Background: an optimization exercise with open tools, aiming at small area, a short achievable clock period and few clock cycles per item. Do not read the settings as production practice. In this exercise RTL edits were held to simulation tests only and were not proved equivalent to the original. Power and IR drop assume default switching activity.

## flow/flow/run.sh

```bash
#!/bin/bash
# The standard layout (standard synthesis and ORFS steps unchanged) with
# two differences: the port buffers are buf_1 cells instead of the default
# delay buffer, and after the floorplan the flip-flops that drive the result
# port get the next drive strength of the same cell (dfxtp_1 -> dfxtp_2).
set -euo pipefail
export BUFFER_PORTS_ARGS="-buffer_cell sky130_fd_sc_hd__buf_1"
RES=orfs/results/${FLOW_PLATFORM}/alu_unit/base
bash standard.sh synth > synth.log 2>&1
bash standard.sh floorplan > floorplan.log 2>&1
cat > upsize.tcl <<EOS
read_liberty $FLOW_HOME/platforms/$FLOW_PLATFORM/lib/sky130_fd_sc_hd__tt_025C_1v80.lib
read_db $RES/2_floorplan.odb
set n 0
foreach inst [get_cells rr*] {
  set m [get_property \$inst ref_name]
  if {\$m eq "sky130_fd_sc_hd__dfxtp_1"} {
    replace_cell \$inst sky130_fd_sc_hd__dfxtp_2
    incr n
  }
}
puts "upsized \$n result flip-flops"
write_db $RES/2_floorplan.odb
EOS
openroad -no_init -exit upsize.tcl > upsize.log 2>&1
bash standard.sh place > place.log 2>&1
bash standard.sh cts > cts.log 2>&1
bash standard.sh route > route.log 2>&1
bash standard.sh finish > finish.log 2>&1
```

## flow/constraint.sdc

```tcl
create_clock -name core_clock -period 85.0 [get_ports {clk}]
set_input_delay 17.0000 -clock core_clock [delete_from_list [all_inputs] [get_ports {clk}]]
set_output_delay 17.0000 -clock core_clock [all_outputs]
set_load 0.01 [all_outputs]
```

## flow/standard.sh

```bash
#!/bin/bash
# synth_recipe.tcl (not shown) runs the flow's synth.tcl, then flattens the netlist and writes it again
# the make line also repeats each setting of config.mk as NAME=value (left out here)
make -C /OpenROAD-flow-scripts/flow DESIGN_CONFIG=/design/flow/config.mk WORK_HOME=/design/flow/orfs CLKGATE_MAP_FILE= SYNTH_SCRIPT=/design/flow/synth_recipe.tcl "${@:-finish}"
```

## flow/design.v

```verilog
module ALU #(parameter W = 32) (
    input  [W-1:0] x,
    input  [W-1:0] y,
    input          ci,
    output [W-1:0] s,
    output         co
);
    wire [W:0] c;
    assign c[0] = ci;
    genvar j;
    generate for (j = 0; j < W; j = j + 1) begin : g
        assign s[j]   = x[j] ^ y[j] ^ c[j];
        assign c[j+1] = (x[j] & y[j]) | (c[j] & (x[j] ^ y[j]));
    end endgenerate
    assign co = c[W];
endmodule
module alu_unit (
    input             clk,
    input             rst,
    input             in_valid,
    output            in_ready,
    input      [3:0]  op,
    input      [31:0] a,
    input      [31:0] b,
    output            out_valid,
    output     [63:0] result
);
    localparam OP_AND = 4'd0, OP_OR = 4'd1, OP_ADD = 4'd2, OP_SUB = 4'd3,
               OP_NEG = 4'd4, OP_NOT = 4'd5, OP_SHL = 4'd6, OP_SHR = 4'd7,
               OP_ROL = 4'd8, OP_ROR = 4'd9, OP_MUL = 4'd10, OP_DIV = 4'd11;
    reg [31:0] ra, rb;
    reg [63:0] rr;
    reg [5:0]  cnt;
    reg        rdy, rdy_o, ov;
    reg        bprev, sgn_a, sgn_q;
    reg s_first, s_mul, s_dalign, s_diter, s_dfixr, s_dfixq;
    reg f_and, f_or, f_not, f_add, f_subneg, f_shl, f_shr, f_rot, f_rneg,
        f_mul, f_div;
    reg xs_acc, xs_rp, xs_a, xs_lo, xinv, xsgn_a, mm_mul, mm_p1, mm_m1,
        m_signed, m_first, xs_one;
    assign in_ready  = rdy_o;
    assign out_valid = ov;
    assign result    = rr;
    wire accept = in_valid & rdy;
    function [5:0] lzc32;
        input [31:0] x;
        reg [1:0] c2 [0:15]; reg z2 [0:15];
        reg [2:0] c4 [0:7];  reg z4 [0:7];
        reg [3:0] c8 [0:3];  reg z8 [0:3];
        reg [4:0] c16 [0:1]; reg z16 [0:1];
        integer i;
        begin
            for (i = 0; i < 16; i = i + 1) begin
                z2[i] = ~(x[2*i+1] | x[2*i]);
                c2[i] = {1'b0, ~x[2*i+1]};
            end
            for (i = 0; i < 8; i = i + 1) begin
                z4[i] = z2[2*i+1] & z2[2*i];
                c4[i] = z2[2*i+1] ? {1'b1, c2[2*i][0:0]} : {1'b0, c2[2*i+1][0:0]};
            end
            for (i = 0; i < 4; i = i + 1) begin
                z8[i] = z4[2*i+1] & z4[2*i];
                c8[i] = z4[2*i+1] ? {1'b1, c4[2*i][1:0]} : {1'b0, c4[2*i+1][1:0]};
            end
            for (i = 0; i < 2; i = i + 1) begin
                z16[i] = z8[2*i+1] & z8[2*i];
                c16[i] = z8[2*i+1] ? {1'b1, c8[2*i][2:0]} : {1'b0, c8[2*i+1][2:0]};
            end
            lzc32 = (z16[1] & z16[0]) ? 6'd32 :
                    z16[1] ? {2'b01, c16[0][3:0]} : {2'b00, c16[1][3:0]};
        end
    endfunction
    wire inv_a = s_first & ra[31];
    wire [5:0] clz_a = lzc32(ra ^ {32{inv_a}});
    wire [5:0] clz_b = lzc32(rb ^ {32{rb[31]}});
    wire [6:0] nq0 = {1'b0, clz_b} - {1'b0, clz_a} + {6'd0, inv_a} + 7'd1;
    wire       nq_le0 = nq0[6] | (nq0 == 7'd0);
    wire [5:0] nq = (!nq0[6] && nq0 > 7'd32) ? 6'd32 : nq0[5:0];
    wire       b_zero = (rb == 32'd0);
    wire       d_first = s_first & f_div;
    wire       d_quick = d_first & (b_zero | nq_le0);    
    wire       d_abs   = d_first & ~d_quick & ra[31];    
    wire       d_go    = d_first & ~d_quick & ~ra[31];   
    wire [31:0] rprime = {rr[62:32], rr[31]};
    wire [32:0] xop = (({33{xs_acc}} & {rr[63], rr[63:32]})
                     | ({33{xs_rp}}  & {1'b0, rprime})
                     | ({33{xs_a}}   & {ra[31] & xsgn_a, ra})
                     | ({33{xs_lo}}  & {1'b0, rr[31:0]})
                     | {32'd0, xs_one}) ^ {33{xinv}};
    wire        cin = xinv;
    wire [31:0] mult = m_first ? ra : rr[31:0];
    wire [8:0]  mb = mm_mul ? {mult[7:0], bprev & ~m_first} : {{8{mm_m1}}, mm_p1};
    wire [32:0] mext = {rb[31] & m_signed, rb};
    function [33:0] booth_row;
        input [2:0]  bits;    
        input [32:0] m;
        reg one, two;
        reg [33:0] mag;
        begin
            one = bits[1] ^ bits[0];
            two = (bits[2] & ~bits[1] & ~bits[0]) | (~bits[2] & bits[1] & bits[0]);
            mag = ({34{one}} & {m[32], m}) | ({34{two}} & {m, 1'b0});
            booth_row = mag ^ {34{bits[2]}};
        end
    endfunction
    wire [33:0] pp0w = booth_row(mb[2:0], mext);
    wire [33:0] pp1w = booth_row(mb[4:2], mext);
    wire [33:0] pp2w = booth_row(mb[6:4], mext);
    wire [33:0] pp3w = booth_row(mb[8:6], mext);
    wire [32:0] pp0 = pp0w[32:0];
    wire [32:0] pp1 = pp1w[32:0];
    wire [32:0] pp2 = pp2w[32:0];
    wire [32:0] pp3 = pp3w[32:0];
    wire [3:0]  pneg = {mb[8], mb[6], mb[4], mb[2]};
    wire [39:0] msum;
    wire t0_s = xop[4] ^ pp0[4];
    wire t0_c = xop[4] & pp0[4];
    wire t1_s = xop[5] ^ pp0[5];
    wire t1_c = xop[5] & pp0[5];
    wire t2_s = xop[6] ^ pp0[6] ^ pp1[4];
    wire t2_c = (xop[6] & pp0[6]) | (xop[6] & pp1[4]) | (pp0[6] & pp1[4]);
    wire t3_s = pp2[2] ^ pp3[0];
    wire t3_c = pp2[2] & pp3[0];
    wire t4_s = xop[7] ^ pp0[7] ^ pp1[5];
    wire t4_c = (xop[7] & pp0[7]) | (xop[7] & pp1[5]) | (pp0[7] & pp1[5]);
    wire t5_s = pp2[3] ^ pp3[1];
    wire t5_c = pp2[3] & pp3[1];
    wire t6_s = xop[8] ^ pp0[8] ^ pp1[6];
    wire t6_c = (xop[8] & pp0[8]) | (xop[8] & pp1[6]) | (pp0[8] & pp1[6]);
    wire t7_s = pp2[4] ^ pp3[2];
    wire t7_c = pp2[4] & pp3[2];
    wire t8_s = xop[9] ^ pp0[9] ^ pp1[7];
    wire t8_c = (xop[9] & pp0[9]) | (xop[9] & pp1[7]) | (pp0[9] & pp1[7]);
    wire t9_s = pp2[5] ^ pp3[3];
    wire t9_c = pp2[5] & pp3[3];
    wire t10_s = xop[10] ^ pp0[10] ^ pp1[8];
    wire t10_c = (xop[10] & pp0[10]) | (xop[10] & pp1[8]) | (pp0[10] & pp1[8]);
    wire t11_s = pp2[6] ^ pp3[4];
    wire t11_c = pp2[6] & pp3[4];
    wire t12_s = xop[11] ^ pp0[11] ^ pp1[9];
    wire t12_c = (xop[11] & pp0[11]) | (xop[11] & pp1[9]) | (pp0[11] & pp1[9]);
    wire t13_s = pp2[7] ^ pp3[5];
    wire t13_c = pp2[7] & pp3[5];
    wire t14_s = xop[12] ^ pp0[12] ^ pp1[10];
    wire t14_c = (xop[12] & pp0[12]) | (xop[12] & pp1[10]) | (pp0[12] & pp1[10]);
    wire t15_s = pp2[8] ^ pp3[6];
    wire t15_c = pp2[8] & pp3[6];
    wire t16_s = xop[13] ^ pp0[13] ^ pp1[11];
    wire t16_c = (xop[13] & pp0[13]) | (xop[13] & pp1[11]) | (pp0[13] & pp1[11]);
    wire t17_s = pp2[9] ^ pp3[7];
    wire t17_c = pp2[9] & pp3[7];
    wire t18_s = xop[14] ^ pp0[14] ^ pp1[12];
    wire t18_c = (xop[14] & pp0[14]) | (xop[14] & pp1[12]) | (pp0[14] & pp1[12]);
    wire t19_s = pp2[10] ^ pp3[8];
    wire t19_c = pp2[10] & pp3[8];
    wire t20_s = xop[15] ^ pp0[15] ^ pp1[13];
    wire t20_c = (xop[15] & pp0[15]) | (xop[15] & pp1[13]) | (pp0[15] & pp1[13]);
    wire t21_s = pp2[11] ^ pp3[9];
    wire t21_c = pp2[11] & pp3[9];
    wire t22_s = xop[16] ^ pp0[16] ^ pp1[14];
    wire t22_c = (xop[16] & pp0[16]) | (xop[16] & pp1[14]) | (pp0[16] & pp1[14]);
    wire t23_s = pp2[12] ^ pp3[10];
    wire t23_c = pp2[12] & pp3[10];
    wire t24_s = xop[17] ^ pp0[17] ^ pp1[15];
    wire t24_c = (xop[17] & pp0[17]) | (xop[17] & pp1[15]) | (pp0[17] & pp1[15]);
    wire t25_s = pp2[13] ^ pp3[11];
    wire t25_c = pp2[13] & pp3[11];
    wire t26_s = xop[18] ^ pp0[18] ^ pp1[16];
    wire t26_c = (xop[18] & pp0[18]) | (xop[18] & pp1[16]) | (pp0[18] & pp1[16]);
    wire t27_s = pp2[14] ^ pp3[12];
    wire t27_c = pp2[14] & pp3[12];
    wire t28_s = xop[19] ^ pp0[19] ^ pp1[17];
    wire t28_c = (xop[19] & pp0[19]) | (xop[19] & pp1[17]) | (pp0[19] & pp1[17]);
    wire t29_s = pp2[15] ^ pp3[13];
    wire t29_c = pp2[15] & pp3[13];
    wire t30_s = xop[20] ^ pp0[20] ^ pp1[18];
    wire t30_c = (xop[20] & pp0[20]) | (xop[20] & pp1[18]) | (pp0[20] & pp1[18]);
    wire t31_s = pp2[16] ^ pp3[14];
    wire t31_c = pp2[16] & pp3[14];
    wire t32_s = xop[21] ^ pp0[21] ^ pp1[19];
    wire t32_c = (xop[21] & pp0[21]) | (xop[21] & pp1[19]) | (pp0[21] & pp1[19]);
    wire t33_s = pp2[17] ^ pp3[15];
    wire t33_c = pp2[17] & pp3[15];
    wire t34_s = xop[22] ^ pp0[22] ^ pp1[20];
    wire t34_c = (xop[22] & pp0[22]) | (xop[22] & pp1[20]) | (pp0[22] & pp1[20]);
    wire t35_s = pp2[18] ^ pp3[16];
    wire t35_c = pp2[18] & pp3[16];
    wire t36_s = xop[23] ^ pp0[23] ^ pp1[21];
    wire t36_c = (xop[23] & pp0[23]) | (xop[23] & pp1[21]) | (pp0[23] & pp1[21]);
    wire t37_s = pp2[19] ^ pp3[17];
    wire t37_c = pp2[19] & pp3[17];
    wire t38_s = xop[24] ^ pp0[24] ^ pp1[22];
    wire t38_c = (xop[24] & pp0[24]) | (xop[24] & pp1[22]) | (pp0[24] & pp1[22]);
    wire t39_s = pp2[20] ^ pp3[18];
    wire t39_c = pp2[20] & pp3[18];
    wire t40_s = xop[25] ^ pp0[25] ^ pp1[23];
    wire t40_c = (xop[25] & pp0[25]) | (xop[25] & pp1[23]) | (pp0[25] & pp1[23]);
    wire t41_s = pp2[21] ^ pp3[19];
    wire t41_c = pp2[21] & pp3[19];
    wire t42_s = xop[26] ^ pp0[26] ^ pp1[24];
    wire t42_c = (xop[26] & pp0[26]) | (xop[26] & pp1[24]) | (pp0[26] & pp1[24]);
    wire t43_s = pp2[22] ^ pp3[20];
    wire t43_c = pp2[22] & pp3[20];
    wire t44_s = xop[27] ^ pp0[27] ^ pp1[25];
    wire t44_c = (xop[27] & pp0[27]) | (xop[27] & pp1[25]) | (pp0[27] & pp1[25]);
    wire t45_s = pp2[23] ^ pp3[21];
    wire t45_c = pp2[23] & pp3[21];
    wire t46_s = xop[28] ^ pp0[28] ^ pp1[26];
    wire t46_c = (xop[28] & pp0[28]) | (xop[28] & pp1[26]) | (pp0[28] & pp1[26]);
    wire t47_s = pp2[24] ^ pp3[22];
    wire t47_c = pp2[24] & pp3[22];
    wire t48_s = xop[29] ^ pp0[29] ^ pp1[27];
    wire t48_c = (xop[29] & pp0[29]) | (xop[29] & pp1[27]) | (pp0[29] & pp1[27]);
    wire t49_s = pp2[25] ^ pp3[23];
    wire t49_c = pp2[25] & pp3[23];
    wire t50_s = xop[30] ^ pp0[30] ^ pp1[28];
    wire t50_c = (xop[30] & pp0[30]) | (xop[30] & pp1[28]) | (pp0[30] & pp1[28]);
    wire t51_s = pp2[26] ^ pp3[24];
    wire t51_c = pp2[26] & pp3[24];
    wire t52_s = xop[31] ^ pp0[31] ^ pp1[29];
    wire t52_c = (xop[31] & pp0[31]) | (xop[31] & pp1[29]) | (pp0[31] & pp1[29]);
    wire t53_s = pp2[27] ^ pp3[25];
    wire t53_c = pp2[27] & pp3[25];
    wire t54_s = ~xop[32] ^ ~pp0[32] ^ pp1[30];
    wire t54_c = (~xop[32] & ~pp0[32]) | (~xop[32] & pp1[30]) | (~pp0[32] & pp1[30]);
    wire t55_s = pp2[28] ^ pp3[26];
    wire t55_c = pp2[28] & pp3[26];
    wire t56_s = pp1[31] ^ pp2[29] ^ pp3[27];
    wire t56_c = (pp1[31] & pp2[29]) | (pp1[31] & pp3[27]) | (pp2[29] & pp3[27]);
    wire t57_s = xop[0] ^ pp0[0];
    wire t57_c = xop[0] & pp0[0];
    wire t58_s = xop[2] ^ pp0[2];
    wire t58_c = xop[2] & pp0[2];
    wire t59_s = xop[3] ^ pp0[3];
    wire t59_c = xop[3] & pp0[3];
    wire t60_s = pp1[2] ^ pp2[0] ^ pneg[2];
    wire t60_c = (pp1[2] & pp2[0]) | (pp1[2] & pneg[2]) | (pp2[0] & pneg[2]);
    wire t61_s = pp1[3] ^ pp2[1] ^ t1_s;
    wire t61_c = (pp1[3] & pp2[1]) | (pp1[3] & t1_s) | (pp2[1] & t1_s);
    wire t62_s = pneg[3] ^ t2_s ^ t3_s;
    wire t62_c = (pneg[3] & t2_s) | (pneg[3] & t3_s) | (t2_s & t3_s);
    wire t63_s = t4_s ^ t5_s ^ t2_c;
    wire t63_c = (t4_s & t5_s) | (t4_s & t2_c) | (t5_s & t2_c);
    wire t64_s = t6_s ^ t7_s ^ t4_c;
    wire t64_c = (t6_s & t7_s) | (t6_s & t4_c) | (t7_s & t4_c);
    wire t65_s = t8_s ^ t9_s ^ t6_c;
    wire t65_c = (t8_s & t9_s) | (t8_s & t6_c) | (t9_s & t6_c);
    wire t66_s = t10_s ^ t11_s ^ t8_c;
    wire t66_c = (t10_s & t11_s) | (t10_s & t8_c) | (t11_s & t8_c);
    wire t67_s = t12_s ^ t13_s ^ t10_c;
    wire t67_c = (t12_s & t13_s) | (t12_s & t10_c) | (t13_s & t10_c);
    wire t68_s = t14_s ^ t15_s ^ t12_c;
    wire t68_c = (t14_s & t15_s) | (t14_s & t12_c) | (t15_s & t12_c);
    wire t69_s = t16_s ^ t17_s ^ t14_c;
    wire t69_c = (t16_s & t17_s) | (t16_s & t14_c) | (t17_s & t14_c);
    wire t70_s = t18_s ^ t19_s ^ t16_c;
    wire t70_c = (t18_s & t19_s) | (t18_s & t16_c) | (t19_s & t16_c);
    wire t71_s = t20_s ^ t21_s ^ t18_c;
    wire t71_c = (t20_s & t21_s) | (t20_s & t18_c) | (t21_s & t18_c);
    wire t72_s = t22_s ^ t23_s ^ t20_c;
    wire t72_c = (t22_s & t23_s) | (t22_s & t20_c) | (t23_s & t20_c);
    wire t73_s = t24_s ^ t25_s ^ t22_c;
    wire t73_c = (t24_s & t25_s) | (t24_s & t22_c) | (t25_s & t22_c);
    wire t74_s = t26_s ^ t27_s ^ t24_c;
    wire t74_c = (t26_s & t27_s) | (t26_s & t24_c) | (t27_s & t24_c);
    wire t75_s = t28_s ^ t29_s ^ t26_c;
    wire t75_c = (t28_s & t29_s) | (t28_s & t26_c) | (t29_s & t26_c);
    wire t76_s = t30_s ^ t31_s ^ t28_c;
    wire t76_c = (t30_s & t31_s) | (t30_s & t28_c) | (t31_s & t28_c);
    wire t77_s = t32_s ^ t33_s ^ t30_c;
    wire t77_c = (t32_s & t33_s) | (t32_s & t30_c) | (t33_s & t30_c);
    wire t78_s = t34_s ^ t35_s ^ t32_c;
    wire t78_c = (t34_s & t35_s) | (t34_s & t32_c) | (t35_s & t32_c);
    wire t79_s = t36_s ^ t37_s ^ t34_c;
    wire t79_c = (t36_s & t37_s) | (t36_s & t34_c) | (t37_s & t34_c);
    wire t80_s = t38_s ^ t39_s ^ t36_c;
    wire t80_c = (t38_s & t39_s) | (t38_s & t36_c) | (t39_s & t36_c);
    wire t81_s = t40_s ^ t41_s ^ t38_c;
    wire t81_c = (t40_s & t41_s) | (t40_s & t38_c) | (t41_s & t38_c);
    wire t82_s = t42_s ^ t43_s ^ t40_c;
    wire t82_c = (t42_s & t43_s) | (t42_s & t40_c) | (t43_s & t40_c);
    wire t83_s = t44_s ^ t45_s ^ t42_c;
    wire t83_c = (t44_s & t45_s) | (t44_s & t42_c) | (t45_s & t42_c);
    wire t84_s = t46_s ^ t47_s ^ t44_c;
    wire t84_c = (t46_s & t47_s) | (t46_s & t44_c) | (t47_s & t44_c);
    wire t85_s = t48_s ^ t49_s ^ t46_c;
    wire t85_c = (t48_s & t49_s) | (t48_s & t46_c) | (t49_s & t46_c);
    wire t86_s = t50_s ^ t51_s ^ t48_c;
    wire t86_c = (t50_s & t51_s) | (t50_s & t48_c) | (t51_s & t48_c);
    wire t87_s = t52_s ^ t53_s ^ t50_c;
    wire t87_c = (t52_s & t53_s) | (t52_s & t50_c) | (t53_s & t50_c);
    wire t88_s = t54_s ^ t55_s ^ t52_c;
    wire t88_c = (t54_s & t55_s) | (t54_s & t52_c) | (t55_s & t52_c);
    wire t89_s = 1'b1 ^ t56_s ^ t54_c;
    wire t89_c = (1'b1 & t56_s) | (1'b1 & t54_c) | (t56_s & t54_c);
    wire t90_s = ~pp1[32] ^ pp2[30] ^ pp3[28];
    wire t90_c = (~pp1[32] & pp2[30]) | (~pp1[32] & pp3[28]) | (pp2[30] & pp3[28]);
    wire t91_s = pp2[31] ^ pp3[29];
    wire t91_c = pp2[31] & pp3[29];
    wire t92_s = pneg[0] ^ cin;
    wire t92_c = pneg[0] & cin;
    wire t93_s = xop[1] ^ pp0[1] ^ t57_c;
    wire t93_c = (xop[1] & pp0[1]) | (xop[1] & t57_c) | (pp0[1] & t57_c);
    wire t94_s = pp1[0] ^ pneg[1] ^ t58_s;
    wire t94_c = (pp1[0] & pneg[1]) | (pp1[0] & t58_s) | (pneg[1] & t58_s);
    wire t95_s = pp1[1] ^ t59_s ^ t58_c;
    wire t95_c = (pp1[1] & t59_s) | (pp1[1] & t58_c) | (t59_s & t58_c);
    wire t96_s = t0_s ^ t60_s ^ t59_c;
    wire t96_c = (t0_s & t60_s) | (t0_s & t59_c) | (t60_s & t59_c);
    wire t97_s = t0_c ^ t61_s ^ t60_c;
    wire t97_c = (t0_c & t61_s) | (t0_c & t60_c) | (t61_s & t60_c);
    wire t98_s = t1_c ^ t62_s ^ t61_c;
    wire t98_c = (t1_c & t62_s) | (t1_c & t61_c) | (t62_s & t61_c);
    wire t99_s = t3_c ^ t63_s ^ t62_c;
    wire t99_c = (t3_c & t63_s) | (t3_c & t62_c) | (t63_s & t62_c);
    wire t100_s = t5_c ^ t64_s ^ t63_c;
    wire t100_c = (t5_c & t64_s) | (t5_c & t63_c) | (t64_s & t63_c);
    wire t101_s = t7_c ^ t65_s ^ t64_c;
    wire t101_c = (t7_c & t65_s) | (t7_c & t64_c) | (t65_s & t64_c);
    wire t102_s = t9_c ^ t66_s ^ t65_c;
    wire t102_c = (t9_c & t66_s) | (t9_c & t65_c) | (t66_s & t65_c);
    wire t103_s = t11_c ^ t67_s ^ t66_c;
    wire t103_c = (t11_c & t67_s) | (t11_c & t66_c) | (t67_s & t66_c);
    wire t104_s = t13_c ^ t68_s ^ t67_c;
    wire t104_c = (t13_c & t68_s) | (t13_c & t67_c) | (t68_s & t67_c);
    wire t105_s = t15_c ^ t69_s ^ t68_c;
    wire t105_c = (t15_c & t69_s) | (t15_c & t68_c) | (t69_s & t68_c);
    wire t106_s = t17_c ^ t70_s ^ t69_c;
    wire t106_c = (t17_c & t70_s) | (t17_c & t69_c) | (t70_s & t69_c);
    wire t107_s = t19_c ^ t71_s ^ t70_c;
    wire t107_c = (t19_c & t71_s) | (t19_c & t70_c) | (t71_s & t70_c);
    wire t108_s = t21_c ^ t72_s ^ t71_c;
    wire t108_c = (t21_c & t72_s) | (t21_c & t71_c) | (t72_s & t71_c);
    wire t109_s = t23_c ^ t73_s ^ t72_c;
    wire t109_c = (t23_c & t73_s) | (t23_c & t72_c) | (t73_s & t72_c);
    wire t110_s = t25_c ^ t74_s ^ t73_c;
    wire t110_c = (t25_c & t74_s) | (t25_c & t73_c) | (t74_s & t73_c);
    wire t111_s = t27_c ^ t75_s ^ t74_c;
    wire t111_c = (t27_c & t75_s) | (t27_c & t74_c) | (t75_s & t74_c);
    wire t112_s = t29_c ^ t76_s ^ t75_c;
    wire t112_c = (t29_c & t76_s) | (t29_c & t75_c) | (t76_s & t75_c);
    wire t113_s = t31_c ^ t77_s ^ t76_c;
    wire t113_c = (t31_c & t77_s) | (t31_c & t76_c) | (t77_s & t76_c);
    wire t114_s = t33_c ^ t78_s ^ t77_c;
    wire t114_c = (t33_c & t78_s) | (t33_c & t77_c) | (t78_s & t77_c);
    wire t115_s = t35_c ^ t79_s ^ t78_c;
    wire t115_c = (t35_c & t79_s) | (t35_c & t78_c) | (t79_s & t78_c);
    wire t116_s = t37_c ^ t80_s ^ t79_c;
    wire t116_c = (t37_c & t80_s) | (t37_c & t79_c) | (t80_s & t79_c);
    wire t117_s = t39_c ^ t81_s ^ t80_c;
    wire t117_c = (t39_c & t81_s) | (t39_c & t80_c) | (t81_s & t80_c);
    wire t118_s = t41_c ^ t82_s ^ t81_c;
    wire t118_c = (t41_c & t82_s) | (t41_c & t81_c) | (t82_s & t81_c);
    wire t119_s = t43_c ^ t83_s ^ t82_c;
    wire t119_c = (t43_c & t83_s) | (t43_c & t82_c) | (t83_s & t82_c);
    wire t120_s = t45_c ^ t84_s ^ t83_c;
    wire t120_c = (t45_c & t84_s) | (t45_c & t83_c) | (t84_s & t83_c);
    wire t121_s = t47_c ^ t85_s ^ t84_c;
    wire t121_c = (t47_c & t85_s) | (t47_c & t84_c) | (t85_s & t84_c);
    wire t122_s = t49_c ^ t86_s ^ t85_c;
    wire t122_c = (t49_c & t86_s) | (t49_c & t85_c) | (t86_s & t85_c);
    wire t123_s = t51_c ^ t87_s ^ t86_c;
    wire t123_c = (t51_c & t87_s) | (t51_c & t86_c) | (t87_s & t86_c);
    wire t124_s = t53_c ^ t88_s ^ t87_c;
    wire t124_c = (t53_c & t88_s) | (t53_c & t87_c) | (t88_s & t87_c);
    wire t125_s = t55_c ^ t89_s ^ t88_c;
    wire t125_c = (t55_c & t89_s) | (t55_c & t88_c) | (t89_s & t88_c);
    wire t126_s = t56_c ^ t90_s ^ t89_c;
    wire t126_c = (t56_c & t90_s) | (t56_c & t89_c) | (t90_s & t89_c);
    wire t127_s = 1'b1 ^ t91_s ^ t90_c;
    wire t127_c = (1'b1 & t91_s) | (1'b1 & t90_c) | (t91_s & t90_c);
    wire t128_s = ~pp2[32] ^ pp3[30] ^ t91_c;
    wire t128_c = (~pp2[32] & pp3[30]) | (~pp2[32] & t91_c) | (pp3[30] & t91_c);
    wire t129_s = pp3[31] ^ 1'b1;
    wire t129_c = pp3[31] & 1'b1;
    wire [39:0] csa_a = {1'b1, ~pp3[32], t129_s, t128_s, t127_s, t126_s, t125_s, t124_s, t123_s, t122_s, t121_s, t120_s, t119_s, t118_s, t117_s, t116_s, t115_s, t114_s, t113_s, t112_s, t111_s, t110_s, t109_s, t108_s, t107_s, t106_s, t105_s, t104_s, t103_s, t102_s, t101_s, t100_s, t99_s, t98_s, t97_s, t96_s, t95_s, t94_s, t93_s, t57_s};
    wire [39:0] csa_b = {1'b0, t129_c, t128_c, t127_c, t126_c, t125_c, t124_c, t123_c, t122_c, t121_c, t120_c, t119_c, t118_c, t117_c, t116_c, t115_c, t114_c, t113_c, t112_c, t111_c, t110_c, t109_c, t108_c, t107_c, t106_c, t105_c, t104_c, t103_c, t102_c, t101_c, t100_c, t99_c, t98_c, t97_c, t96_c, t95_c, t94_c, t93_c, t92_c, t92_s};
    wire [24:0] rc;
    assign rc[0] = 1'b0;
    genvar gj;
    generate for (gj = 0; gj < 24; gj = gj + 1) begin : g_cpa
        assign msum[gj] = csa_a[gj] ^ csa_b[gj] ^ rc[gj];
        assign rc[gj+1] = (csa_a[gj] & csa_b[gj]) | (rc[gj] & (csa_a[gj] ^ csa_b[gj]));
    end endgenerate
    wire [40-24:0] hsum = {csa_a[39:24], 1'b1} + {csa_b[39:24], rc[24]};
    assign msum[39:24] = hsum[40-24:1];
    wire       sh_div = f_div | s_dalign;
    wire       kneg = sh_div | f_rneg;
    wire [5:0] amt6 = sh_div ? nq : {1'b0, rb[4:0]};
    wire [5:0] k    = f_shl ? rb[5:0] : kneg ? (6'd32 - amt6) : amt6;
    wire [63:0] s0 = {32'd0, ra};
    wire [63:0] s1 = k[0] ? {s0[62:0], 1'b0}  : s0;
    wire [63:0] s2 = k[1] ? {s1[61:0], 2'b0}  : s1;
    wire [63:0] s3 = k[2] ? {s2[59:0], 4'b0}  : s2;
    wire [63:0] s4 = k[3] ? {s3[55:0], 8'b0}  : s3;
    wire [63:0] s5 = k[4] ? {s4[47:0], 16'b0} : s4;
    wire [31:0] s5l = s5[31:0], s5h = s5[63:32];
    wire shl_ok = (rb[31:6] == 26'd0);
    wire shr_ok = (rb[31:5] == 27'd0);
    wire both = (f_shl & shl_ok) | sh_div;
    wire shr  = f_shr & shr_ok;
    wire g1 = (both & ~k[5]) | f_rot | (shr & k[5]);
    wire g2 = f_rot | (shr & ~k[5]);
    wire g3 = both & k[5];
    wire g4 = both & ~k[5];
    wire [31:0] sh_lo = ({32{g1}} & s5l) | ({32{g2}} & s5h);
    wire [31:0] sh_hi = ({32{g3}} & s5l) | ({32{g4}} & s5h);
    wire qbit = ~msum[32];
    wire t_shift = f_shl | f_shr | f_rot | d_go | (s_dalign & ~nq_le0);
    wire t_mul   = f_mul | s_mul;
    wire t_ra    = d_quick | (s_dalign & nq_le0);    
    wire l_sum  = f_add | f_subneg | f_not | s_dfixq;
    wire h_msum = s_dfixr | (s_diter & qbit);
    wire h_rp   = s_diter & ~qbit;
    wire [31:0] rr_lo_n =
          ({32{f_and}}   & (ra & rb))
        | ({32{f_or}}    & (ra | rb))
        | ({32{l_sum}}   & msum[31:0])
        | ({32{t_shift}} & sh_lo)
        | ({32{t_mul}}   & {msum[7:0], mult[31:8]})
        | ({32{t_ra & b_zero & f_div}})
        | ({32{s_diter}} & {rr[30:0], qbit})
        | ({32{s_dfixr}} & rr[31:0]);
    wire [31:0] rr_hi_n =
          ({32{f_add}}    & {31'd0, msum[32]})
        | ({32{f_subneg}} & {32{msum[32]}})
        | ({32{t_shift}}  & sh_hi)
        | ({32{t_mul}}    & msum[39:8])
        | ({32{t_ra}}     & ra)
        | ({32{h_msum}}   & msum[31:0])
        | ({32{h_rp}}     & rprime)
        | ({32{s_dfixq}}  & rr[63:32]);
    wire [63:0] rr_n = {rr_hi_n, rr_lo_n};
    wire last_mul  = (cnt == 6'd1);
    wire first_end = s_first & ~f_mul & ~(f_div & ~d_quick);
    wire fin = first_end | (s_mul & last_mul)
             | (s_diter & last_mul & ~sgn_a & ~sgn_q)
             | (s_dfixr & ~sgn_q) | s_dfixq;
    wire sa_n = d_first ? ra[31] : sgn_a;
    wire sq_n = d_first ? (ra[31] ^ rb[31]) : sgn_q;
    wire n_mul    = (s_first & f_mul) | (s_mul & ~last_mul);
    wire n_dalign = d_abs;
    wire n_diter  = d_go | (s_dalign & ~nq_le0) | (s_diter & ~last_mul);
    wire n_dfixr  = (s_dalign & nq_le0) | (s_diter & last_mul & sgn_a);
    wire n_dfixq  = (s_diter & last_mul & ~sgn_a & sgn_q) | (s_dfixr & sgn_q);
    wire [5:0] cnt_n = (f_mul) ? 6'd3 :
                       (d_go | s_dalign) ? nq : cnt - 6'd1;
    wire busy_n = (n_mul & (cnt_n != 6'd1)) | n_dalign
                | (n_diter & ~((cnt_n == 6'd1) & ~sa_n & ~sq_n))
                | (n_dfixr & sq_n);
    wire busy_o_n = (n_mul & cnt_n[1]) | n_dalign
                  | (n_diter & ~((cnt_n == 6'd1) & ~sa_n & ~sq_n))
                  | (n_dfixr & sq_n);
    wire op_multi = (op == OP_MUL) || (op == OP_DIV);
    wire rb_ld = ~(n_mul | n_dalign | n_diter);
    always @(posedge clk) begin
        if (rst) begin
            rdy <= 1'b1; rdy_o <= 1'b1; ov <= 1'b0;
            s_first <= 1'b0; s_mul <= 1'b0; s_dalign <= 1'b0;
            s_diter <= 1'b0; s_dfixr <= 1'b0; s_dfixq <= 1'b0;
        end else begin
            rdy <= accept ? ~op_multi : ~busy_n;
            rdy_o <= accept ? ~op_multi : ~busy_o_n;
            ov  <= fin;
            s_first  <= accept;
            s_mul    <= n_mul;
            s_dalign <= n_dalign;
            s_diter  <= n_diter;
            s_dfixr  <= n_dfixr;
            s_dfixq  <= n_dfixq;
        end
        f_and    <= accept & (op == OP_AND);
        f_or     <= accept & (op == OP_OR);
        f_not    <= accept & (op == OP_NOT);
        f_add    <= accept & (op == OP_ADD);
        f_subneg <= accept & ((op == OP_SUB) | (op == OP_NEG));
        f_shl    <= accept & (op == OP_SHL);
        f_shr    <= accept & (op == OP_SHR);
        f_rot    <= accept & ((op == OP_ROL) | (op == OP_ROR));
        f_rneg   <= accept & ((op == OP_ROR) | (op == OP_SHR));
        f_mul    <= accept & (op == OP_MUL);
        f_div    <= accept & (op == OP_DIV);
        xs_acc   <= n_mul | n_dfixr;
        xs_rp    <= n_diter;
        xs_a     <= accept & ((op == OP_ADD) | (op == OP_SUB) | (op == OP_DIV));
        xs_lo    <= n_dfixq;
        xinv     <= (accept & ((op == OP_DIV) | (op == OP_NOT))) | n_dfixr | n_dfixq;
        xs_one   <= accept & (op == OP_NOT);
        xsgn_a   <= accept & (op == OP_DIV);
        mm_mul   <= (accept & (op == OP_MUL)) | n_mul;
        mm_p1    <= (accept & (op == OP_ADD)) | (n_diter & rb[31]);
        mm_m1    <= (accept & ((op == OP_SUB) | (op == OP_NEG) | (op == OP_NOT))) | (n_diter & ~rb[31]);
        m_signed <= (accept & ((op == OP_MUL) | (op == OP_DIV))) | n_mul | n_diter;
        m_first  <= accept & (op == OP_MUL);
        ra <= d_abs ? msum[31:0] : a;
        if (rb_ld) rb <= b;
        rr    <= rr_n;
        cnt   <= cnt_n;
        bprev <= mult[7];
        sgn_a <= sa_n;
        sgn_q <= sq_n;
    end
endmodule
```

## flow/config.mk

```make
export PLATFORM = sky130hd
export DESIGN_NAME = alu_unit
export DESIGN_NICKNAME = alu_unit
export VERILOG_FILES = /design/flow/design.v
export SDC_FILE = /design/flow/constraint.sdc
export NUM_CORES = 4
export LEC_CHECK = 0
export ABC_AREA = 1
export CAP_MARGIN = 10
export CORE_MARGIN = 2
export CORE_UTILIZATION = 50
export GPL_TIMING_DRIVEN = 0
export SLEW_MARGIN = 10
```

==> results.py, run 1 <==
metrics = {
    "yosys": {
        "synth.avg_cell_area_um2": 6.90,
        "synth_ff_type": "dfxtp_1",
        "ys.warnings.count": 17,
        "syn_nets": 3096,
        "synth_edf_count": 32,
        "synth_cells": 2841,
        "synth_largest_area_cell": "dfxtp_1",
        "ys_seq_area_frac": 0.186,
        "ys_ff_latch": 166,
        "synth_area_leaders": "dfxtp_1 14%, fa_1 12%, nand2_1 11%, xor2_1 8.5%, nand3_1 7.8%",
        "synth_top_cell_area_share": 0.137,
        "synth_cell_types": 59,
        "syn_area_um2": 19600,
        "synthArstFlopShare": 0,
    },
    "power": {
        "p_per_area_nw_per_um2": 22.0,
        "p_leak_nw": 9.43,
        "peakVddDrop_mv": 0.0493,
        "total_power_w": 0.000474,
    },
    "worst_setup_path": {
        "worst-path-max-fanout": 5,
        "arrival_ps": 1270,
        "critPathSlowestCell": "dfxtp_2",
        "r2r_cells": 45,
        "critical_path.cell_chain": "buf_1",
        "crit_cells": 1,
        "cp-end-kind": "primary output",
        "crit_path_max_incr_delay_ps": 590,
        "path_buf_inv": 1,
        "path_delay_family": "flip-flops",
        "cp.required_ps": 68000,
        "crit_type": "flip-flop to primary output",
        "critPathLaunchType": "flip-flop",
    },
    "placed_design": {
        "hpwl_um": 87400,
        "io_buffers": 135,
        "dpl.cell_count": 3497,
        "gp_congestion": 1.18,
    },
    "worst_hold_path": {
        "hold_class": "flip-flop to flip-flop",
        "holdPathStages": 2,
    },
    "layout": {
        "post-route-util": 0.556,
        "finalNonFillerCells": 3533,
        "nets": 3253,
        "areaGrowthSynthToFinish_pct": 9.66,
        "layout_common_cells": "554 x nand2_1, 316 x inv_1, 305 x nand3_1",
        "final_common_cell": "nand2_1",
        "layout-drive-gt1-share": 0.0681,
        "fillers": 3854,
        "multi_input_area_um2": 13900,
        "register_area_um2": 3720,
    },
    "global_route": {
        "grt_pass1_vias": 22200,
        "grt.overflow.total": 0,
        "antenna_found_initial": 6,
        "use_met3": 0.261,
        "grt.total_usage": 0.539,
        "grt-busiest-layer": "met2",
        "grt_first_pass_wirelength_um": 156000,
        "use_met2": 0.737,
        "grt_start_max_net_pins": 17,
        "gr-usage-met1": 0.644,
    },
    "cts": {
        "root_buffer": "clkbuf_16",
        "clkTransAtPathRegs_ps": 70,
        "cts_buffers": 17,
        "clk_latency_ps": 490,
        "clock-sinks": 166,
        "postCtsSetupRepairBufs": 0,
        "h-tree-depth": 4,
        "cts_resized": 0,
        "holdBufCountCts": 0,
        "ctsLongestPathBuffers": 2,
        "cts_tree": "built",
    },
    "routing": {
        "drc": 0,
        "viasPerCell": 6.88,
        "first_iter_violations": 5023,
        "wl_um": 112000,
        "ant_nets": 0,
        "firstDrtPassIters": 12,
        "drt-wirelength-per-cell_um": 31.6,
        "via_count": 24300,
    },
    "timing": {
        "hold_viol": 0,
        "hold_slack_ps": 538,
        "period_share": 0.215,
        "finalSetupViolCount": 0,
        "tightest_slew_ps": 1620,
        "setup-tns-final_ps": 0,
        "finalClockSkew_ps": 24.8,
        "rsz0062_at_grt": "no",
        "fmax_mhz": 54.7,
        "slew_viol_final": 2,
        "finalCriticalPeriod_ps": 18270,
        "max_slew_margin": -0.110,
    },
    "run_status": {
        "so_faults": "capacitance limit, slew limit",
        "outcome": "failed layout checks",
    },
    "floorplanning": {
        "die_area_um2": 40800,
        "num_rows": 72,
        "core_area_um2": 38600,
        "die-width_um": 202,
        "dieHeight_um": 202,
        "initial_core_util": 0.507,
        "pin_count": 137,
    },
    "job": {
        "drv_cap": 1,
    },
}
area by class of cell:
type,count,share of cell area
clock inverters,11,0.00506
well taps,518,0.0301
plain buffers,177,0.0383
clock buffers,21,0.0225
flip-flops and latches,166,0.173
diodes,4,0.000465
inverters,350,0.0611
multi-input cells,2148,0.644
repair buffers,138,0.0249
cells in the mapped netlist, types with 14 or more instances:
cell type / instances
nor2_1: 167
nand3_1: 305
buf_2: 37
o22ai_1: 179
fa_1: 116
o2111ai_1: 26
o21ai_0: 126
inv_1: 316
nor3_1: 14
a31oi_1: 27
xor2_1: 190
dfxtp_1: 134
clkbuf_1: 102
buf_1: 20
edfxtp_1: 32
nand2_1: 554
a221oi_1: 65
ha_1: 68
o211ai_1: 26
a21oi_1: 150
clkinv_1: 23
logic make-up after synthesis:
kind of cell | synth area share
simple gates | 0.241
compound gates | 0.215
fa+ha+maj | 0.162
flops | 0.186
mux | 0.000510
xor+xnor | 0.0875
buf+inv | 0.109
registers in the layout (all words and copies together) (netlist names), 6 cells and up:
signal  flops
rb         32
rr         64
ra         32
cnt         6
final timing paths:
path             startpoint                 end  slack [ps]
max reg2reg   ra[1]$_DFF_P_      rr[48]$_DFF_P_       68340
min           sgn_q$_DFF_P_  s_dfixq$_SDFF_PP0_         540
min reg2reg   sgn_q$_DFF_P_  s_dfixq$_SDFF_PP0_         540
max          rr[23]$_DFF_P_          result[23]       66730
layer usage:
| layer | routed length (um) | vias up |
|---|---|---|
| li1 | - | 10000 |
| met1 | 38000 | 11200 |
| met2 | 42200 | 2398 |
| met3 | 20000 | 635 |
| met4 | 11300 | 6 |
| met5 | 99 | - |
power breakdown:
part	switching [W]	internal (W)	leakage, nW
registers	0.0000253	0.0000908	1.47
logic	0.000197	0.0000787	7.67
clock network	0.0000376	0.0000443	0.291
metrics by stage:
stage / instance area [um^2] / setup WS (ps)
2_1_floorplan: 19600 / 67340
3_3_place_gp: 20800 / 67010
3_5_place_dp: 20900 / 66960
4_1_cts: 21500 / 66790
5_1_grt: 21500 / 66750
6_report: 21500 / 66730
worst reg2reg max path: cells and delay by family, from the launching register on:
family | cells | cell delay [ps]
and+or+nand+nor | 6 | 1390
adders and majority gates | 24 | 9990
buffers and inverters | 8 | 2390
xor gates and xnor gates | 2 | 810
DFF | 1 | 530
AOI/OAI and AO/OA | 5 | 1380
Testbench counts, summed over its fixed seeds: cycles 40,837, items 24,000.
==> run 2: changes to the inputs <==
--- a/flow/config.mk
+++ b/flow/config.mk
@@ -9,5 +9,4 @@
 export CAP_MARGIN = 10
 export CORE_MARGIN = 2
 export CORE_UTILIZATION = 50
-export GPL_TIMING_DRIVEN = 0
 export SLEW_MARGIN = 10
==> run 2 against run 1 <==
The run now finishes clean. Core utilization decreased by 0.88 points. Non-clock buffer count decreased by 125. Synthesized cell count unchanged. Critical path depth unchanged. Die area unchanged. Highest routed layer unchanged. Maximum frequency increased by 0.58%. Area after synthesis unchanged. Sequential share of layout area increased by 0.29 points.
==> results.py, run 2 <==
metrics = {
    "timing": {
        "finalSetupViolCount": 0,
        "max_slew_margin": 0.0884,
        "setup-tns-final_ps": 0,
        "fmax_mhz": 55.1,
        "rsz0062_at_grt": "no",
        "hold_viol": 0,
        "slew_viol_final": 0,
        "finalClockSkew_ps": 19.1,
        "finalCriticalPeriod_ps": 18160,
        "tightest_slew_ps": 1360,
        "period_share": 0.214,
    },
    "cts": {
        "holdBufCountCts": 0,
        "ctsLongestPathBuffers": 2,
        "postCtsSetupRepairBufs": 0,
        "cts_resized": 0,
        "h-tree-depth": 4,
        "clk_latency_ps": 480,
        "clkTransAtPathRegs_ps": 70,
        "root_buffer": "clkbuf_16",
        "cts_buffers": 17,
        "clock-sinks": 166,
        "cts_tree": "built",
    },
    "worst_setup_path": {
        "critical_path.cell_chain": "buf_1",
        "path_delay_family": "flip-flops",
        "cp.required_ps": 68000,
        "crit_path_max_incr_delay_ps": 500,
        "critPathLaunchType": "flip-flop",
        "worst-path-max-fanout": 5,
        "crit_type": "flip-flop to primary output",
        "cp-end-kind": "primary output",
        "critPathSlowestCell": "dfxtp_2",
        "path_buf_inv": 1,
        "arrival_ps": 1160,
    },
    "floorplanning": {
        "dieHeight_um": 202,
        "die_area_um2": 40800,
        "pin_count": 137,
        "num_rows": 72,
        "core_area_um2": 38600,
        "die-width_um": 202,
        "initial_core_util": 0.507,
    },
    "yosys": {
        "ys_seq_area_frac": 0.186,
        "synth_adder_area_share": 0.162,
        "synth_area_leaders": "dfxtp_1 14%, fa_1 12%, nand2_1 11%, xor2_1 8.5%, nand3_1 7.8%",
        "synth_cell_types": 59,
        "synth_cells": 2841,
        "syn_area_um2": 19600,
        "synth_top_cell_area_share": 0.137,
        "muxShareOfSynthArea": 0.000510,
        "synth_top_family_by_area": "simple AND/OR/NAND/NOR gates",
        "synth_compound_area_frac": 0.215,
        "ys_top_cells_by_count": "554 x nand2_1, 316 x inv_1, 305 x nand3_1",
        "synth_simple_gate_area_frac": 0.241,
        "synth_edf_count": 32,
        "yosysMostFrequentCell": "nand2_1",
        "synth_largest_area_cell": "dfxtp_1",
        "synth_ff_type": "dfxtp_1",
        "synth.avg_cell_area_um2": 6.90,
        "ys_ff_latch": 166,
        "ys.warnings.count": 17,
        "synth_xor_area_frac": 0.0875,
        "synthArstFlopShare": 0,
        "syn_nets": 3096,
    },
    "routing": {
        "wl_um": 106000,
        "firstDrtPassIters": 9,
        "ant_nets": 0,
        "first_iter_violations": 3949,
        "drt-wirelength-per-cell_um": 31.1,
        "viasPerCell": 6.84,
        "drc": 0,
        "via_count": 23300,
    },
    "power": {
        "p_leak_nw": 9.33,
        "peakVddDrop_mv": 0.0250,
        "p_per_area_nw_per_um2": 22.1,
    },
    "global_route": {
        "antenna_found_initial": 7,
        "grt_first_pass_wirelength_um": 150000,
        "grt_start_max_net_pins": 60,
        "grt.total_usage": 0.511,
        "grt.overflow.total": 0,
        "grt_pass1_vias": 21700,
    },
    "layout": {
        "largestRegisters": "rr x64, ra x32, rb x32",
        "nets": 3128,
        "layout_common_cells": "553 x nand2_1, 315 x inv_1, 305 x nand3_1",
        "largest_register": "rr",
        "layout-drive-gt1-share": 0.0731,
        "final_common_cell": "nand2_1",
        "areaGrowthSynthToFinish_pct": 7.92,
        "fin_area_um2": 21200,
        "largest_register_ffs": 64,
        "fillers": 3827,
    },
    "placed_design": {
        "io_buffers": 136,
        "dpl_cell_area_um2": 20500,
        "gp_congestion": 1.09,
        "hpwl_um": 79700,
    },
    "job": {
        "drv_cap": 0,
    },
    "worst_hold_path": {
        "hold_class": "flip-flop to flip-flop",
    },
    "run_status": {
        "outcome": "timing/DRC/antenna clean",
    },
}
==> run 2: cell types whose count changed in the layout (fill, tap and decap cells not counted), moves of 3 or more <==
cell,change
buf_4,+47
buf_2,-37
bufinv_16,+3
clkbuf_1,-103
nor2_1,-3
buf_1,-19
buf_6,-13
==> run 2: metal layers <==
| layer | up-vias | wire length [um] | track usage |
|---|---|---|---|
| met5 | - | 54 | 0 |
| met4 | 8 | 10900 | 0.384 |
| met3 | 617 | 16500 | 0.208 |
| met2 | 2148 | 41000 | 0.712 |
| met1 | 10800 | 37400 | 0.627 |
| li1 | 9780 | - | - |
==> run 2: logic make-up (layout without fill, tap and decap cells) <==
group,Yosys count,after routing
compound gates,668,668
xor+xnor,196,196
fa+ha+maj,184,184
buf+inv,527,572
flops,166,166
mux,1,1
other cells,0,2
simple gates,1099,1099
==> run 2: path summary, 6_finish.rpt <==
| kind | start | to | slack, ps | depth (start not counted) |
|---|---|---|---|---|
| hold / removal | rdy$_SDFF_PP1_ | s_first$_SDFF_PP0_ | 500 | 2 |
| setup reg to reg | f_mul$_DFF_P_ | rr[48]$_DFF_P_ | 68510 | 49 |
| hold reg to reg | rdy$_SDFF_PP1_ | s_first$_SDFF_PP0_ | 500 | 2 |
| setup / recovery | rr[23]$_DFF_P_ | result[23] | 66840 | 1 |
==> run 2: layout make-up <==
type / count / area, um^2 / area share
antenna: 2 / 5.00 / 0.000236
clock inverter: 13 / 206 / 0.00975
clock buffer: 19 / 454 / 0.0215
multi-input combinational: 2148 / 13900 / 0.657
timing repair buffer: 190 / 916 / 0.0433
inverter: 350 / 1310 / 0.0621
tap: 518 / 648 / 0.0306
sequential: 166 / 3730 / 0.176
==> run 2: through the flow <==
stage / setup WS (ps) / std cells / total power [W] / util / hold slack [ps]
6_report: 66840 / 3406 / 0.000468 / 0.548 / 498
5_1_grt: 66840 / 3404 / 0.000480 / 0.548 / 527
4_1_cts: 66860 / 3404 / 0.000449 / 0.548 / 493
3_5_place_dp: 67010 / 3372 / 0.000359 / 0.530 / 482
3_3_place_gp: 67080 / 3372 / 0.000354 / 0.530 / 469
2_1_floorplan: 67340 / 2841 / 0.000250 / - / 439
==> run 2: worst reg2reg max path, delay by kind of cell (launching register included) <==
family	cells	cell delay [ps]
adders and majority gates	25	10190
and+or+nand+nor	8	1030
DFF	1	310
buffers and inverters	10	3380
AOI/OAI and AO/OA	4	1100
xor gates and xnor gates	2	330
==> run 2: report_power, final <==
part / total, W / switching (W) / internal (W) / leakage, nW
registers: 0.000108 / 0.0000171 / 0.0000908 / 1.47
logic: 0.000269 / 0.000191 / 0.0000786 / 7.54
clock network: 0.0000913 / 0.0000393 / 0.0000520 / 0.324
==> run 3: changes to the inputs <==
--- a/flow/config.mk
+++ b/flow/config.mk
@@ -6,7 +6,8 @@
 export NUM_CORES = 4
 export LEC_CHECK = 0
 export ABC_AREA = 1
-export CAP_MARGIN = 10
+export CAP_MARGIN = 15
 export CORE_MARGIN = 2
 export CORE_UTILIZATION = 50
+export PLACE_DENSITY = 0.75
 export SLEW_MARGIN = 10
==> run 3 against run 2 <==
Synthesized cell count is the same. Final area shrank 0.43%. Sequential share of layout area grew 0.075 points. Flip-flop and latch count is the same. Critical path depth is the same. Still clean on timing, DRC and antenna.
==> results.py, run 3 <==
metrics = {
    "run_status": {
        "outcome": "timing/DRC/antenna clean",
    },
    "yosys": {
        "synth.avg_cell_area_um2": 6.90,
        "synth_edf_count": 32,
        "syn_nets": 3096,
        "synth_top_family_by_area": "simple AND/OR/NAND/NOR gates",
        "synthArstFlopShare": 0,
        "ys_top_cells_by_count": "554 x nand2_1, 316 x inv_1, 305 x nand3_1",
        "ys.warnings.count": 17,
        "synth_ff_type": "dfxtp_1",
        "synth_simple_gate_area_frac": 0.241,
        "synth_top_cell_area_share": 0.137,
        "synth_compound_area_frac": 0.215,
        "synth_xor_area_frac": 0.0875,
        "synth_area_leaders": "dfxtp_1 14%, fa_1 12%, nand2_1 11%, xor2_1 8.5%, nand3_1 7.8%",
        "muxShareOfSynthArea": 0.000510,
        "syn_area_um2": 19600,
        "ys_seq_area_frac": 0.186,
        "synth_largest_area_cell": "dfxtp_1",
        "synth_adder_area_share": 0.162,
        "synth_cells": 2841,
        "yosysMostFrequentCell": "nand2_1",
        "ys_ff_latch": 166,
        "synth_cell_types": 59,
    },
    "job": {
        "drv_cap": 0,
    },
    "worst_setup_path": {
        "cp.required_ps": 68000,
        "critical_path.cell_chain": "buf_1",
        "cp-end-kind": "primary output",
        "path_buf_inv": 1,
        "arrival_ps": 1230,
        "crit_path_max_incr_delay_ps": 560,
        "worst-path-max-fanout": 5,
        "crit_type": "flip-flop to primary output",
        "path_delay_family": "flip-flops",
        "critPathSlowestCell": "dfxtp_2",
        "critPathLaunchType": "flip-flop",
    },
    "timing": {
        "finalSetupViolCount": 0,
        "max_slew_margin": 0.0752,
        "timing.final.ws_setup_ps": 66770,
        "hold_viol": 0,
        "slew_viol_final": 0,
        "tightest_slew_ps": 1370,
        "finalClockSkew_ps": 19.3,
        "fmax_mhz": 54.9,
        "rsz0062_at_grt": "no",
        "setup-tns-final_ps": 0,
        "finalCriticalPeriod_ps": 18230,
        "period_share": 0.214,
    },
    "placed_design": {
        "hpwl_um": 79700,
        "dp_slack_ps": 67090,
        "io_buffers": 136,
        "gp_congestion": 1.11,
    },
    "cts": {
        "ctsLongestPathBuffers": 2,
        "clk_latency_ps": 480,
        "postCtsSetupRepairBufs": 0,
        "cts_tree": "built",
        "cts_resized": 0,
        "cts_buffers": 17,
        "clock-sinks": 166,
        "root_buffer": "clkbuf_16",
        "h-tree-depth": 4,
        "clkTransAtPathRegs_ps": 70,
        "holdBufCountCts": 0,
    },
    "global_route": {
        "grt_first_pass_wirelength_um": 152000,
        "grt.total_usage": 0.516,
        "antenna_found_initial": 4,
        "grt_pass1_vias": 22000,
        "grt.overflow.total": 0,
        "grt_start_max_net_pins": 59,
    },
    "floorplanning": {
        "core_area_um2": 38600,
        "die_area_um2": 40800,
        "initial_core_util": 0.507,
        "pin_count": 137,
        "num_rows": 72,
        "die-width_um": 202,
        "dieHeight_um": 202,
    },
    "layout": {
        "areaGrowthSynthToFinish_pct": 7.46,
        "fillers": 3756,
        "largest_register_ffs": 64,
        "layout_common_cells": "554 x nand2_1, 315 x inv_1, 305 x nand3_1",
        "final_common_cell": "nand2_1",
        "multi_input_area_um2": 13900,
        "largestRegisters": "rr x64, ra x32, rb x32",
        "largest_register": "rr",
        "layout-drive-gt1-share": 0.0728,
        "register_area_um2": 3730,
        "nets": 3128,
    },
    "power": {
        "p_per_area_nw_per_um2": 22.0,
        "p_leak_nw": 9.27,
        "total_power_w": 0.000465,
        "peakVddDrop_mv": 0.0359,
    },
    "routing": {
        "via_count": 23500,
        "firstDrtPassIters": 8,
        "drt-wirelength-per-cell_um": 31.3,
        "drc": 0,
        "viasPerCell": 6.90,
        "wl_um": 107000,
        "ant_nets": 0,
        "first_iter_violations": 4203,
    },
    "worst_hold_path": {
        "hold_class": "flip-flop to flip-flop",
    },
}
## run 3: cell counts after synthesis
No cell type changed its count.
## run 3: worst min-delay path: stages (launching register included)
cell     delay [ps]
dfxtp_1         320
nand2_1          90
nor2_1           40
## run 3: where the power goes
group	switching, W	internal (W)
Clock	0.0000406	0.0000388
Combinational	0.000196	0.0000795
Sequential	0.0000187	0.0000908
## run 3: metal layers
metal	global-route usage	routed length (um)	up-vias
met5	0.00238	28	-
met4	0.381	10400	4
met3	0.222	16800	592
met2	0.722	41700	2237
met1	0.626	37600	10900
li1	-	-	9761
## run 3: metrics by stage
step	cell area, um^2	util	cells	hold WS (ps)
2_1_floorplan	19600	-	2841	439
3_5_place_dp	20500	0.530	3371	481
4_1_cts	21100	0.545	3403	495
5_1_grt	21100	0.545	3404	518
3_3_place_gp	20500	0.530	3371	480
6_report	21100	0.545	3407	498
## run 3: worst paths after layout
path                                startpoint  slack, ps  cells past startpoint                  to
worst max register to register   f_mul$_DFF_P_      69160                     47      rr[54]$_DFF_P_
worst min register to register  rdy$_SDFF_PP1_        500                      2  s_first$_SDFF_PP0_
worst min-delay path            rdy$_SDFF_PP1_        500                      2  s_first$_SDFF_PP0_
worst max-delay path            rr[17]$_DFF_P_      66770                      1          result[17]
## run 3: logic make-up after synthesis
| group | after synthesis |
|---|---|
| buf+inv | 527 |
| simple gates | 1099 |
| mux | 1 |
| flops | 166 |
| fa+ha+maj | 184 |
| compound gates | 668 |
| xor+xnor | 196 |
## run 3: area by class of cell
cell class                 count  share of cell area
antenna                        3            0.000356
clock inverter                15             0.00665
timing repair buffer         190              0.0433
tap                          518              0.0308
multi-input combinational   2148               0.660
clock buffer                  17              0.0202
sequential                   166               0.177
inverter                     350              0.0623
==> run 4: changes to the inputs <==
--- a/flow/config.mk
+++ b/flow/config.mk
@@ -6,8 +6,8 @@
 export NUM_CORES = 4
 export LEC_CHECK = 0
 export ABC_AREA = 1
-export CAP_MARGIN = 15
+export CAP_MARGIN = 20
 export CORE_MARGIN = 2
-export CORE_UTILIZATION = 50
-export PLACE_DENSITY = 0.75
+export CORE_UTILIZATION = 55
+export PLACE_DENSITY = 0.7
 export SLEW_MARGIN = 10
==> run 4 against run 3 <==
Still clean on timing, DRC and antenna. Sequential power is essentially flat. Area after synthesis is the same. Total power shrank 0.95%. Global-route usage grew 4.3 points. Combinational power shrank 4%. Clock-buffer cell count grew 1. Die area shrank 8.9%. Sequential share of layout area is essentially flat. Wire length shrank 2.2%. Setup slack gained 23 ps. Cell count shrank 1.6%. Critical endpoint is now result[24]. Largest cell class unchanged. Highest routed layer unchanged.
==> results.py, run 4 <==
metrics = {
    "floorplanning": {
        "pin_count": 137,
        "initial_core_util": 0.555,
        "die_area_um2": 37200,
        "dieHeight_um": 193,
        "core_area_um2": 35300,
        "num_rows": 69,
        "die-width_um": 193,
    },
    "power": {
        "netSwitchingPower_w": 0.000250,
        "peakVddDrop_mv": 0.0198,
        "comb_power_share": 0.579,
        "clock_power_share": 0.184,
        "total_power_w": 0.000460,
        "sequentialPowerShare": 0.237,
        "switching_share": 0.542,
        "internal-power_w": 0.000211,
        "p_per_area_nw_per_um2": 21.8,
        "p_leak_nw": 9.31,
    },
    "layout": {
        "largest_register_ffs": 64,
        "largestRegisters": "rr x64, ra x32, rb x32",
        "nets": 3129,
        "largest_register": "rr",
        "final_common_cell": "nand2_1",
        "layout-drive-gt1-share": 0.0734,
        "areaGrowthSynthToFinish_pct": 7.46,
        "fillers": 3168,
        "layout_common_cells": "554 x nand2_1, 315 x inv_1, 305 x nand3_1",
    },
    "worst_setup_path": {
        "crit_type": "flip-flop to primary output",
        "arrival_ps": 1210,
        "cp-end-kind": "primary output",
        "critical_path.cell_chain": "buf_1",
        "path_delay_family": "flip-flops",
        "worst-path-max-fanout": 5,
        "cp.required_ps": 68000,
        "critPathSlowestCell": "dfxtp_2",
        "critPathLaunchType": "flip-flop",
        "crit_path_max_incr_delay_ps": 390,
        "path_buf_inv": 1,
    },
    "run_status": {
        "outcome": "timing/DRC/antenna clean",
    },
    "cts": {
        "postCtsSetupRepairBufs": 0,
        "clkTransAtPathRegs_ps": 80,
        "root_buffer": "clkbuf_16",
        "clock-sinks": 166,
        "cts_resized": 0,
        "ctsLongestPathBuffers": 2,
        "cts_tree": "built",
        "h-tree-depth": 4,
        "cts_buffers": 17,
        "holdBufCountCts": 0,
        "clk_latency_ps": 480,
    },
    "timing": {
        "finalClockSkew_ps": 21.2,
        "max_slew_margin": 0.184,
        "fmax_mhz": 54.9,
        "tightest_slew_ps": 1210,
        "finalSetupViolCount": 0,
        "slew_viol_final": 0,
        "finalCriticalPeriod_ps": 18210,
        "setup-tns-final_ps": 0,
        "rsz0062_at_grt": "no",
        "hold_viol": 0,
        "period_share": 0.214,
    },
    "yosys": {
        "ys_top_cells_by_count": "554 x nand2_1, 316 x inv_1, 305 x nand3_1",
        "synth_ff_type": "dfxtp_1",
        "synth_area_leaders": "dfxtp_1 14%, fa_1 12%, nand2_1 11%, xor2_1 8.5%, nand3_1 7.8%",
        "ys.warnings.count": 17,
        "synth_cell_types": 59,
        "yosysMostFrequentCell": "nand2_1",
        "syn_area_um2": 19600,
        "synthArstFlopShare": 0,
        "synth_top_cell_area_share": 0.137,
        "synth.avg_cell_area_um2": 6.90,
        "synth_largest_area_cell": "dfxtp_1",
        "ys_ff_latch": 166,
        "synth_cells": 2841,
        "synth_edf_count": 32,
        "ys_seq_area_frac": 0.186,
        "syn_nets": 3096,
    },
    "routing": {
        "drc": 0,
        "wl_um": 104000,
        "first_iter_violations": 4870,
        "via_count": 23700,
        "firstDrtPassIters": 28,
        "drt-wirelength-per-cell_um": 31.1,
        "ant_nets": 0,
        "viasPerCell": 7.08,
    },
    "placed_design": {
        "gp_congestion": 1.15,
        "io_buffers": 136,
        "hpwl_um": 78500,
    },
    "global_route": {
        "grt.total_usage": 0.559,
        "grt_start_max_net_pins": 60,
        "grt_pass1_vias": 21700,
        "grt.overflow.total": 0,
        "grt_first_pass_wirelength_um": 148000,
        "antenna_found_initial": 5,
    },
    "job": {
        "drv_cap": 0,
    },
    "worst_hold_path": {
        "hold_class": "flip-flop to flip-flop",
    },
}
run 4: path summary, 6_finish.rpt:
kind | from | slack [ps] | to | cells after the start
setup reg to reg | f_mul$_DFF_P_ | 67780 | rr[48]$_DFF_P_ | 49
hold reg to reg | rdy$_SDFF_PP1_ | 470 | s_first$_SDFF_PP0_ | 2
setup / recovery | rr[24]$_DFF_P_ | 66790 | result[24] | 1
hold / removal | rdy$_SDFF_PP1_ | 470 | s_first$_SDFF_PP0_ | 2
run 4: layer usage:
| layer | vias to the layer above | GRT usage | share of wire |
|---|---|---|---|
| met5 | - | 0.0357 | 0.0013 |
| met4 | 8 | 0.459 | 0.11 |
| met3 | 721 | 0.251 | 0.16 |
| met2 | 2361 | 0.760 | 0.38 |
| met1 | 10800 | 0.668 | 0.34 |
| li1 | 9788 | - | - |
run 4: logic make-up (layout without fill, tap and decap cells):
logic type | after synthesis | count (layout) | synth area share
xor+xnor | 196 | 196 | 0.0875
flops | 166 | 166 | 0.186
other cells | 0 | 3 | 0
buf+inv | 527 | 573 | 0.109
simple gates | 1099 | 1099 | 0.241
fa+ha+maj | 184 | 184 | 0.162
compound gates | 668 | 668 | 0.215
mux | 1 | 1 | 0.000510
run 4: layout make-up:
class / count / area (um^2) / area share
Clock inverter: 14 / 175 / 0.00831
Inverter: 350 / 1310 / 0.0623
Clock buffer: 18 / 450 / 0.0214
Timing Repair Buffer: 191 / 926 / 0.0439
Sequential cell: 166 / 3730 / 0.177
Multi-Input combinational cell: 2148 / 13900 / 0.659
Tap cell: 461 / 577 / 0.0274
Antenna cell: 3 / 7.51 / 0.000356
run 4: per-stage QoR:
| stage | std cells | util | hold WS, ps | cell area [um^2] | setup slack, ps |
|---|---|---|---|---|---|
| after floorplan | 2841 | - | 439 | 19600 | 67340 |
| after global placement | 3314 | 0.578 | 477 | 20400 | 67070 |
| after detailed placement | 3314 | 0.578 | 462 | 20400 | 67070 |
| after CTS | 3346 | 0.596 | 473 | 21100 | 66850 |
| after global routing | 3349 | 0.597 | 502 | 21100 | 66810 |
| final | 3351 | 0.597 | 467 | 21100 | 66790 |
run 4: power by group through the flow:
stage | logic, W | registers (W) | clock network (W)
6_report | 0.000266 | 0.000109 | 0.0000848
5_1_grt | 0.000276 | 0.000108 | 0.0000870
4_1_cts | 0.000247 | 0.000107 | 0.0000836
3_5_place_dp | 0.000245 | 0.000108 | 0
3_3_place_gp | 0.000240 | 0.000108 | 0
2_1_floorplan | 0.000149 | 0.000101 | 0
run 4: worst min-delay path, stage by stage, from the launching register on:
cell and delay (ps):
dfxtp_1 300, nand2_1 80, nor2_1 50

## port drivers added, routing unchanged
The results above use ideal ports. As a check the final layouts listed here were re-extracted and re-timed, cells and wires unchanged. Step 1 (the two cells are an assumption about what drives the block):
set clk [get_ports {clk}]
set_driving_cell -lib_cell sky130_fd_sc_hd__clkbuf_16 $clk
set_driving_cell -lib_cell sky130_fd_sc_hd__buf_2 [delete_from_list [all_inputs] $clk]
Step 2, shift: input delay + t, output delay - t, t = (earliest + latest rising clock arrival at the registers) / 2. This alone moves slack from input paths to output paths. Three values: no drivers, after step 1, after step 2; two values: the first two.
run | t, ns | slack for setup (ns) | hold slack, ns | slew at the worst register clock pin (ns)
run 1 | 0.533 | 66.731 / 66.677 / 66.918 | 0.538 / 0.538 / 0.538 | 0.09 / 0.09
run 2 | 0.528 | 66.837 / 66.783 / 66.973 | 0.498 / 0.498 / 0.498 | 0.08 / 0.08
run 3 | 0.528 | 66.770 / 66.712 / 67.009 | 0.498 / 0.498 / 0.498 | 0.08 / 0.08
run 4 | 0.530 | 66.793 / 66.736 / 66.986 | 0.467 / 0.467 / 0.467 | 0.09 / 0.09
